Context: an optimization exercise on an open-source flow, tuned for small area and few clock cycles. The choices shown serve that exercise and are no tape-out recipe. In this exercise RTL edits were held to simulation tests only and were not proved equivalent to the original. Power figures rest on the tool's default switching activity, not on a simulated workload.

==> module rwt_tag_insert, before the edit <==
module rwt_tag_insert #(
  parameter DWIDTH = 64,
  parameter TYPE_WIDTH = 7
)(
  input                  clk,
  input                  aresetn,
  input                  use_tags,
  input [DWIDTH-1:0]     tag_escape,
  output                 s_axi_ready,
  input                  s_axi_valid,
  input [DWIDTH-1:0]     s_axi_data,
  input                  s_axi_tag_valid,
  input [TYPE_WIDTH-1:0] s_axi_tag_type,
  input                  s_axi_last,
  input                  m_axi_ready,
  output                 m_axi_valid,
  output [DWIDTH-1:0]    m_axi_data,
  output                 m_axi_last);
  localparam TAG_WIDTH = DWIDTH - 1 - TYPE_WIDTH;
  reg              h_v;       
  reg              h_t;       
  reg              h_x;       
  reg              h_p;       
  reg              h_l;       
  reg [DWIDTH-1:0] h_d;
  reg              t_v;
  reg              t_t;
  reg              t_x;
  reg              t_p;
  reg              t_l;
  reg [DWIDTH-1:0] t_d;
  reg              prev_tag;  
  wire out_valid = h_v & (~h_t | t_v);
  wire take_out = out_valid & m_axi_ready;
  wire deq = take_out & ~h_p;
  wire in_ready = ~t_v | deq;
  wire take_in = s_axi_valid & in_ready;
  wire in_to_h = ~h_v | (deq & ~t_v);
  wire in_t = use_tags & s_axi_tag_valid;
  wire in_x = use_tags & ~s_axi_tag_valid & (s_axi_data == tag_escape);
  wire in_p = in_x | (in_t & ~prev_tag);
  wire [DWIDTH-1:0] in_d = in_t ?
    {s_axi_data[DWIDTH-1], s_axi_tag_type, s_axi_data[TAG_WIDTH-1:0]} : s_axi_data;
  reg [DWIDTH-1:0] o_d;
  reg              o_l;
  always @(*) begin
    if (h_p) begin
      o_d = tag_escape;
      o_l = 1'b0;
    end else if (h_x) begin
      o_d = {DWIDTH{1'b0}};
      o_l = h_l;
    end else if (h_t) begin
      o_d = {t_t, h_d[DWIDTH-2:0]};
      o_l = h_l & ~t_t;
    end else begin
      o_d = h_d;
      o_l = h_l;
    end
  end
  assign s_axi_ready = in_ready;
  assign m_axi_valid = out_valid;
  assign m_axi_data = o_d;
  assign m_axi_last = o_l;
  always @(posedge clk) begin
    if (deq & t_v)
      h_d <= t_d;
    else if (take_in & in_to_h)
      h_d <= in_d;
    if (take_in & ~in_to_h)
      t_d <= in_d;
  end
  always @(posedge clk) begin
    if (take_out & h_p)
      h_p <= 1'b0;
    if (deq & t_v) begin
      h_t <= t_t;
      h_x <= t_x;
      h_p <= t_p;
      h_l <= t_l;
    end else if (take_in & in_to_h) begin
      h_t <= in_t;
      h_x <= in_x;
      h_p <= in_p;
      h_l <= s_axi_last;
    end
    if (take_in & ~in_to_h) begin
      t_t <= in_t;
      t_x <= in_x;
      t_p <= in_p;
      t_l <= s_axi_last;
    end
  end
  always @(posedge clk) begin
    if (aresetn == 1'b0) begin
      h_v <= 1'b0;
      t_v <= 1'b0;
      prev_tag <= 1'b0;
    end else begin
      if (deq)
        h_v <= t_v | take_in;
      else if (take_in)
        h_v <= 1'b1;
      if (deq)
        t_v <= t_v & take_in;
      else if (take_in & h_v)
        t_v <= 1'b1;
      if (take_in)
        prev_tag <= in_t;
    end
  end
endmodule
==> flow/config.mk <==
export PLATFORM = sky130hd
export DESIGN_NAME = rwt_tag_insert
export DESIGN_NICKNAME = rwt_tag_insert
export VERILOG_FILES = /design/flow/design.v
export SDC_FILE = /design/flow/constraint.sdc
export NUM_CORES = 4
export LEC_CHECK = 0
export CAP_MARGIN = 20
export CORE_MARGIN = 2
export CORE_UTILIZATION = 40
export PLACE_DENSITY = 0.6
export SLEW_MARGIN = 20
==> flow/constraint.sdc <==
create_clock -name core_clock -period 4.0 [get_ports {clk}]
set_input_delay 0.8000 -clock core_clock [delete_from_list [all_inputs] [get_ports {clk}]]
set_output_delay 0.8000 -clock core_clock [all_outputs]
set_load 0.01 [all_outputs]
standard.sh (not shown) runs the stock make flow with config.mk's settings and CLKGATE_MAP_FILE= SYNTH_SCRIPT=/design/flow/synth_recipe.tcl, a recipe that flattens the netlist after the stock synthesis.
==> flow/flow/run.sh <==
#!/bin/bash
# The standard layout (standard.sh: the ORFS flow with its standard synthesis), with two
# changes: the port buffers are the smallest buffer, and clock tree synthesis uses clkbuf_4
# buffers without dummy loads. Each ORFS step logs to orfs/logs/; make's output goes to make.log.
set -euo pipefail
bash standard.sh finish \
  "BUFFER_PORTS_ARGS=-buffer_cell sky130_fd_sc_hd__buf_1" \
  "CTS_ARGS=-sink_clustering_enable -repair_clock_nets -buf_list sky130_fd_sc_hd__clkbuf_4 -dont_use_dummy_load" \
  > make.log 2>&1
Testbench counts at the start, summed over its fixed seeds: cycles 29,194.
Next try:
--- a/flow/design.v
+++ b/flow/design.v
@@ -62,13 +62,14 @@
   assign s_axi_ready = in_ready;
   assign m_axi_valid = out_valid;
   assign m_axi_data = o_d;
   assign m_axi_last = o_l;
+  wire h_from_t = deq & t_v;
+  wire h_from_in = take_in & in_to_h & ~h_from_t;
+  wire h_hold = ~h_from_t & ~h_from_in;
   always @(posedge clk) begin
-    if (deq & t_v)
-      h_d <= t_d;
-    else if (take_in & in_to_h)
-      h_d <= in_d;
+    h_d <= ({DWIDTH{h_from_t}} & t_d) | ({DWIDTH{h_from_in}} & in_d) |
+           ({DWIDTH{h_hold}} & h_d);
     if (take_in & ~in_to_h)
       t_d <= in_d;
   end
   always @(posedge clk) begin
The new run completed with no timing, DRC or antenna violations.
Total power went up by a few percent.
Global-route usage went up by 1.2 points.
Clock skew rose by 0.0065 ns.
Setup slack degrades by 0.021 ns.
Sequential share of layout area drops by 5.2 points.
Routed wire length is lower slightly.
Die area came out lower by a few percent.
Cell area shrinks by a few percent.
Area after synthesis fell by a few percent.
Count of clock-buffer cells in the layout does not change.
Fmax came out lower slightly.
Flip-flop and latch count is unchanged.
Testbench counts after the change, summed over its fixed seeds: cycles 29,194.

port drivers added, routing unchanged:
The results above use ideal ports. As a check the final layouts listed here were re-extracted and re-timed, cells and wires unchanged. Step 1: set_driving_cell puts a clkbuf_16 on clk and a buf_2 on each other input, an assumption about the parent block. Step 2 times the ports against the registers' clock, not the clock port: input delays grow and output delays shrink by t, the midpoint of the rising clock arrivals with the driver on. Slacks: ideal / step 1 / step 2; pairs: ideal / step 1.
| run | t, ns | slack for setup (ns) | hold WS [ns] | worst setup path after step 2 | cell pins on the clock port's net |
|---|---|---|---|---|---|
| the first run | 0.568 | 0.762 / 0.726 / 1.161 | 0.474 / 0.468 / 0.496 | input to register | 1 |
| the second run | 0.567 | 0.741 / 0.707 / 1.274 | 0.446 / 0.446 / 0.446 | register to output | 1 |
After both steps setup and hold are still met in every run listed.
